Context: an optimization exercise on an open-source flow, tuned for small area, a short achievable clock period and few clock cycles per item. The choices shown serve that exercise and are no tape-out recipe.
RTL that was checked went through simulation tests only; none was proved equivalent to the original.

==> amber: inputs <==
==> flow/design.v <==
module cas (divisor, dividend, quotient, cin, cout, remainder);
input wire divisor, dividend, quotient, cin;
output wire cout, remainder;
assign remainder = (quotient ^ divisor) ^ dividend ^ cin;
assign cout = ((quotient ^ divisor)&dividend) | ((quotient ^ divisor)&cin) | (cin&dividend);
endmodule
module Divider_row(divisor, p_in, bit_in, p_out, q_out);
input  [14:0] divisor;
input  [14:0] p_in;
input         bit_in;
output [14:0] p_out;
output        q_out;
wire [15:0] shifted = {p_in, bit_in};
wire [16:0] diff    = {1'b0, shifted} - {2'b0, divisor};
assign q_out = ~diff[16];
assign p_out = q_out ? diff[14:0] : shifted[14:0];
endmodule
module Divider_Modulo (clk , reset, mode, valid_in, divisor, dividend, result, valid_out);
input wire clk, reset, mode, valid_in;
input wire [31:0] dividend;
input wire [15:0] divisor;
output reg valid_out;
output wire [31:0] result;
localparam [16:0] CUT = 17'b0_0100_1001_0010_0100;
reg        v_in;
reg        m_in;
reg [31:0] dd_in;
reg [14:0] dv_in;
always @(posedge clk or posedge reset)
	if (reset) v_in <= 1'b0;
	else       v_in <= valid_in;
always @(posedge clk) begin
	m_in  <= mode;
	dd_in <= dividend;
	dv_in <= divisor[14:0];
end
wire [14:0] p   [0:17];
wire [16:0] s   [0:17];
wire [14:0] d   [0:17];
wire        m   [0:17];
wire        v   [0:17];
assign p[0] = dd_in[31:17];
assign s[0] = dd_in[16:0];
assign d[0] = dv_in;
assign m[0] = m_in;
assign v[0] = v_in;
genvar i;
generate for (i = 0; i < 17; i = i + 1) begin : row
	wire [14:0] p_n;
	wire        q_n;
	Divider_row r (
		.divisor (d[i]),
		.p_in    (p[i]),
		.bit_in  (s[i][16]),
		.p_out   (p_n),
		.q_out   (q_n)
	);
	if (CUT[i]) begin : cut
		reg [14:0] p_r;
		reg [16:0] s_r;
		reg [14:0] d_r;
		reg        m_r;
		reg        v_r;
		always @(posedge clk or posedge reset)
			if (reset) v_r <= 1'b0;
			else       v_r <= v[i];
		always @(posedge clk) begin
			p_r <= p_n;
			s_r <= {s[i][15:0], q_n};
			d_r <= d[i];
			m_r <= m[i];
		end
		assign p[i+1] = p_r;
		assign s[i+1] = s_r;
		assign d[i+1] = d_r;
		assign m[i+1] = m_r;
		assign v[i+1] = v_r;
	end else begin : nocut
		assign p[i+1] = p_n;
		assign s[i+1] = {s[i][15:0], q_n};
		assign d[i+1] = d[i];
		assign m[i+1] = m[i];
		assign v[i+1] = v[i];
	end
end endgenerate
reg [16:0] res_r;
always @(posedge clk or posedge reset)
	if (reset) valid_out <= 1'b0;
	else       valid_out <= v[17];
always @(posedge clk)
	res_r <= m[17] ? {2'b0, p[17]} : s[17];
assign result = {15'b0, res_r};
endmodule
==> flow/run.sh <==
#!/bin/bash
# synth_recipe.tcl (not shown) runs the flow's synth.tcl, then flattens the netlist and writes it again
# the make line also repeats each setting of config.mk as NAME=value (left out here)
make -C /OpenROAD-flow-scripts/flow DESIGN_CONFIG=/design/flow/config.mk WORK_HOME=/design/flow/orfs CLKGATE_MAP_FILE= SYNTH_SCRIPT=/design/flow/synth_recipe.tcl finish
==> flow/config.mk <==
export PLATFORM = sky130hd
export DESIGN_NAME = Divider_Modulo
export DESIGN_NICKNAME = Divider_Modulo
export VERILOG_FILES = /design/flow/design.v
export SDC_FILE = /design/flow/constraint.sdc
export NUM_CORES = 4
export LEC_CHECK = 0
export ABC_CLOCK_PERIOD_IN_PS = 5500
export CAP_MARGIN = 20
export CORE_MARGIN = 2
export CORE_UTILIZATION = 40
export SLEW_MARGIN = 20
==> flow/constraint.sdc <==
create_clock -name core_clock -period 25.0 [get_ports {clk}]
set_input_delay 5.0000 -clock core_clock [delete_from_list [all_inputs] [get_ports {clk}]]
set_output_delay 5.0000 -clock core_clock [all_outputs]
set_load 0.01 [all_outputs]
==> willow: changes against amber <==
==> flow/design.v, changed modules only <==
module Divider_row(ndivisor, p_in, bit_in, p_out, q_out);
input  [14:0] ndivisor;
input  [14:0] p_in;
input         bit_in;
output [14:0] p_out;
output        q_out;
wire [15:0] x  = {p_in, bit_in};
wire [15:0] nd = {1'b1, ndivisor};
wire [15:0] g0 = x & nd;
wire [15:0] p0 = x ^ nd;
wire [15:0] gl [0:4];
wire [15:0] pl [0:4];
assign gl[0] = {g0[15:1], g0[0] | p0[0]};
assign pl[0] = p0;
genvar l, i;
generate for (l = 0; l < 4; l = l + 1) begin : lvl
	for (i = 0; i < 16; i = i + 1) begin : b
		if ((i >> l) & 1) begin : comb
			localparam integer J = ((i >> (l + 1)) << (l + 1)) + (1 << l) - 1;
			assign gl[l+1][i] = gl[l][i] | (pl[l][i] & gl[l][J]);
			assign pl[l+1][i] = pl[l][i] & pl[l][J];
		end else begin : pass
			assign gl[l+1][i] = gl[l][i];
			assign pl[l+1][i] = pl[l][i];
		end
	end
end endgenerate
wire [16:0] c = {gl[4], 1'b1};
wire [15:0] s = p0 ^ c[15:0];
assign q_out = c[16];
assign p_out = q_out ? s[14:0] : x[14:0];
endmodule
module Divider_Modulo (clk , reset, mode, valid_in, divisor, dividend, result, valid_out);
input wire clk, reset, mode, valid_in;
input wire [31:0] dividend;
input wire [15:0] divisor;
output reg valid_out;
output wire [31:0] result;
localparam [16:0] CUT = 17'b0_0100_1001_0010_0100;
reg        v_in;
reg        m_in;
reg [31:0] dd_in;
reg [14:0] dv_in;    
always @(posedge clk or posedge reset)
	if (reset) v_in <= 1'b0;
	else       v_in <= valid_in;
always @(posedge clk) begin
	m_in  <= mode;
	dd_in <= dividend;
	dv_in <= ~divisor[14:0];
end
wire [14:0] p   [0:17];
wire [16:0] s   [0:17];
wire [14:0] d   [0:17];    
wire        m   [0:17];
wire        v   [0:17];
assign p[0] = dd_in[31:17];
assign s[0] = dd_in[16:0];
assign d[0] = dv_in;
assign m[0] = m_in;
assign v[0] = v_in;
genvar i;
generate for (i = 0; i < 17; i = i + 1) begin : row
	wire [14:0] p_n;
	wire        q_n;
	Divider_row r (
		.ndivisor (d[i]),
		.p_in    (p[i]),
		.bit_in  (s[i][16]),
		.p_out   (p_n),
		.q_out   (q_n)
	);
	if (CUT[i]) begin : cut
		reg [14:0] p_r;
		reg [16:0] s_r;
		reg [14:0] d_r;
		reg        m_r;
		reg        v_r;
		always @(posedge clk or posedge reset)
			if (reset) v_r <= 1'b0;
			else       v_r <= v[i];
		always @(posedge clk) begin
			p_r <= p_n;
			s_r <= {s[i][15:0], q_n};
			d_r <= d[i];
			m_r <= m[i];
		end
		assign p[i+1] = p_r;
		assign s[i+1] = s_r;
		assign d[i+1] = d_r;
		assign m[i+1] = m_r;
		assign v[i+1] = v_r;
	end else begin : nocut
		assign p[i+1] = p_n;
		assign s[i+1] = {s[i][15:0], q_n};
		assign d[i+1] = d[i];
		assign m[i+1] = m[i];
		assign v[i+1] = v[i];
	end
end endgenerate
reg [16:0] res_r;
always @(posedge clk or posedge reset)
	if (reset) valid_out <= 1'b0;
	else       valid_out <= v[17];
always @(posedge clk)
	res_r <= m[17] ? {2'b0, p[17]} : s[17];
assign result = {15'b0, res_r};
endmodule
==> flow/flow/run.sh (new file) <==
#!/bin/bash
# The standard layout (the standard.sh) with three changes:
#  - synthesis maps with flow/abc_map.script (see flow/synth_wrap.tcl);
#  - no full/half-adder cell extraction (ADDER_MAP_FILE empty), so ABC maps
#    the adders' logic freely;
#  - ports are buffered with a fixed buffer cell instead of the one
#    buffer_ports picks by default.
set -euo pipefail
export FLOW_SYNTH_TCL="$PWD/synth_recipe.tcl"
export MY_ABC_SCRIPT="$PWD/flow/abc_map.script"
bash standard.sh "SYNTH_SCRIPT=$PWD/flow/synth_wrap.tcl" "ADDER_MAP_FILE=" \
  "BUFFER_PORTS_ARGS=-buffer_cell sky130_fd_sc_hd__buf_2" finish > make_finish.log 2>&1
==> flow/flow/abc_map.script (new file) <==
strash
dch -f
map -D 4000
topo
buffer -c -N 6
upsize -D 4000
dnsize -D 4000
stime -p
==> flow/flow/synth_wrap.tcl (new file) <==
# The standard synthesis (synth_recipe.tcl, sourced unchanged), with one
# change: the ABC technology-mapping call runs flow/abc_map.script instead of
# ORFS's abc_speed.script. Everything else, including register naming,
# flattening and renaming, is the standard synthesis.
proc abc {args} {
  set i [lsearch -exact $args -script]
  if {$i >= 0} { set args [lreplace $args $i [expr {$i + 1}] -script $::env(MY_ABC_SCRIPT)] }
  yosys abc {*}$args
}
source $::env(FLOW_SYNTH_TCL)
==> flow/standard.sh (new file) <==
#!/bin/bash
# synth_recipe.tcl (not shown) runs the flow's synth.tcl, then flattens the netlist and writes it again
# the make line also repeats each setting of config.mk as NAME=value (left out here)
make -C /OpenROAD-flow-scripts/flow DESIGN_CONFIG=/design/flow/config.mk WORK_HOME=/design/flow/orfs CLKGATE_MAP_FILE= SYNTH_SCRIPT=/design/flow/synth_recipe.tcl "${@:-finish}"
- ABC_CLOCK_PERIOD_IN_PS: 5500 -> unset
- CTS_CLUSTER_DIAMETER: unset -> 100
- CTS_CLUSTER_SIZE: unset -> 25
removed: flow/run.sh
==> implementation parameters <==
Parameter                              Value

Global routing
  Antenna violations before repair ... 0
  Global-route wire length before repair ... 73970 um
  Met2 global-route usage ... 34.41%

Setup path
  Worst reg2reg startpoint ... row[11].cut.d_r[9]

Routing
  Via count ... 17750

Finish
  Most common cell after layout, fill and taps aside ... sky130_fd_sc_hd__nor2_1
  Filler cells ... 5061

Run status
  Outcome ... complete, no violations

Placed design
  Cell Area, Placed ... 20490 um^2

Logic synthesis
  Commonest cells in the netlist ... 771 x sky130_fd_sc_hd__nor2_1, 439 x sky130_fd_sc_hd__nand2_1, 430 x sky130_fd_sc_hd__inv_1, 305 x sky130_fd_sc_hd__dfxtp_1, 182 x sky130_fd_sc_hd__a21oi_1
  Cells after synthesis ... 3064

Timing
  Shortest clock period the worst path allows after layout ... 7.180 ns
[end of results for willow]
==> implementation parameters <==
Parameter                              Value

Run status
  Outcome ... complete, no violations

Global routing
  Global-route wire length before repair ... 78100 um
  Antenna violations before repair ... 1
  Met2 global-route usage ... 31.20%

Finish
  Most common cell after layout, fill and taps aside ... sky130_fd_sc_hd__dfxtp_1

Placed design
  Cell Area, Placed ... 22180 um^2

Routing
  Via count ... 16340

Logic synthesis
  Commonest cells in the netlist ... 305 x sky130_fd_sc_hd__dfxtp_1, 255 x sky130_fd_sc_hd__ha_1, 193 x sky130_fd_sc_hd__nor2_1, 177 x sky130_fd_sc_hd__inv_1, 164 x sky130_fd_sc_hd__a21oi_1

Setup path
  Worst reg2reg startpoint ... row[11].cut.d_r[0]
[end of results for amber]
Testbench counts of willow, summed over its fixed seeds: cycles 16,048, items 16,000.
No functional check of the RTL was part of amber.

==> port drivers added, routing unchanged <==
Ports are ideal in the flow. The routed layouts listed here were re-timed in OpenROAD.
Step 1 assumes that a clkbuf_16 drives the clock port and a buf_2 every other input.
Step 2 adds t to the input delays and takes it off the output delays; t is the mean of the earliest and latest rising clock arrival at the registers after step 1. Input paths then give back, and output paths get back, about the clock's delay inside the block.
Slacks: ideal / step 1 / step 2; pairs: ideal / step 1.
run | t, ns | slack for setup (ns) | hold WS [ns] | worst register clock-pin slew, ns
amber | 0.582 | 15.426 / 15.426 / 15.426 | 0.323 / 0.323 / 0.323 | 0.06 / 0.06
willow | 0.584 | 17.820 / 17.820 / 17.820 | 0.328 / 0.328 / 0.328 | 0.10 / 0.10
After both steps setup and hold are still met in every run listed.
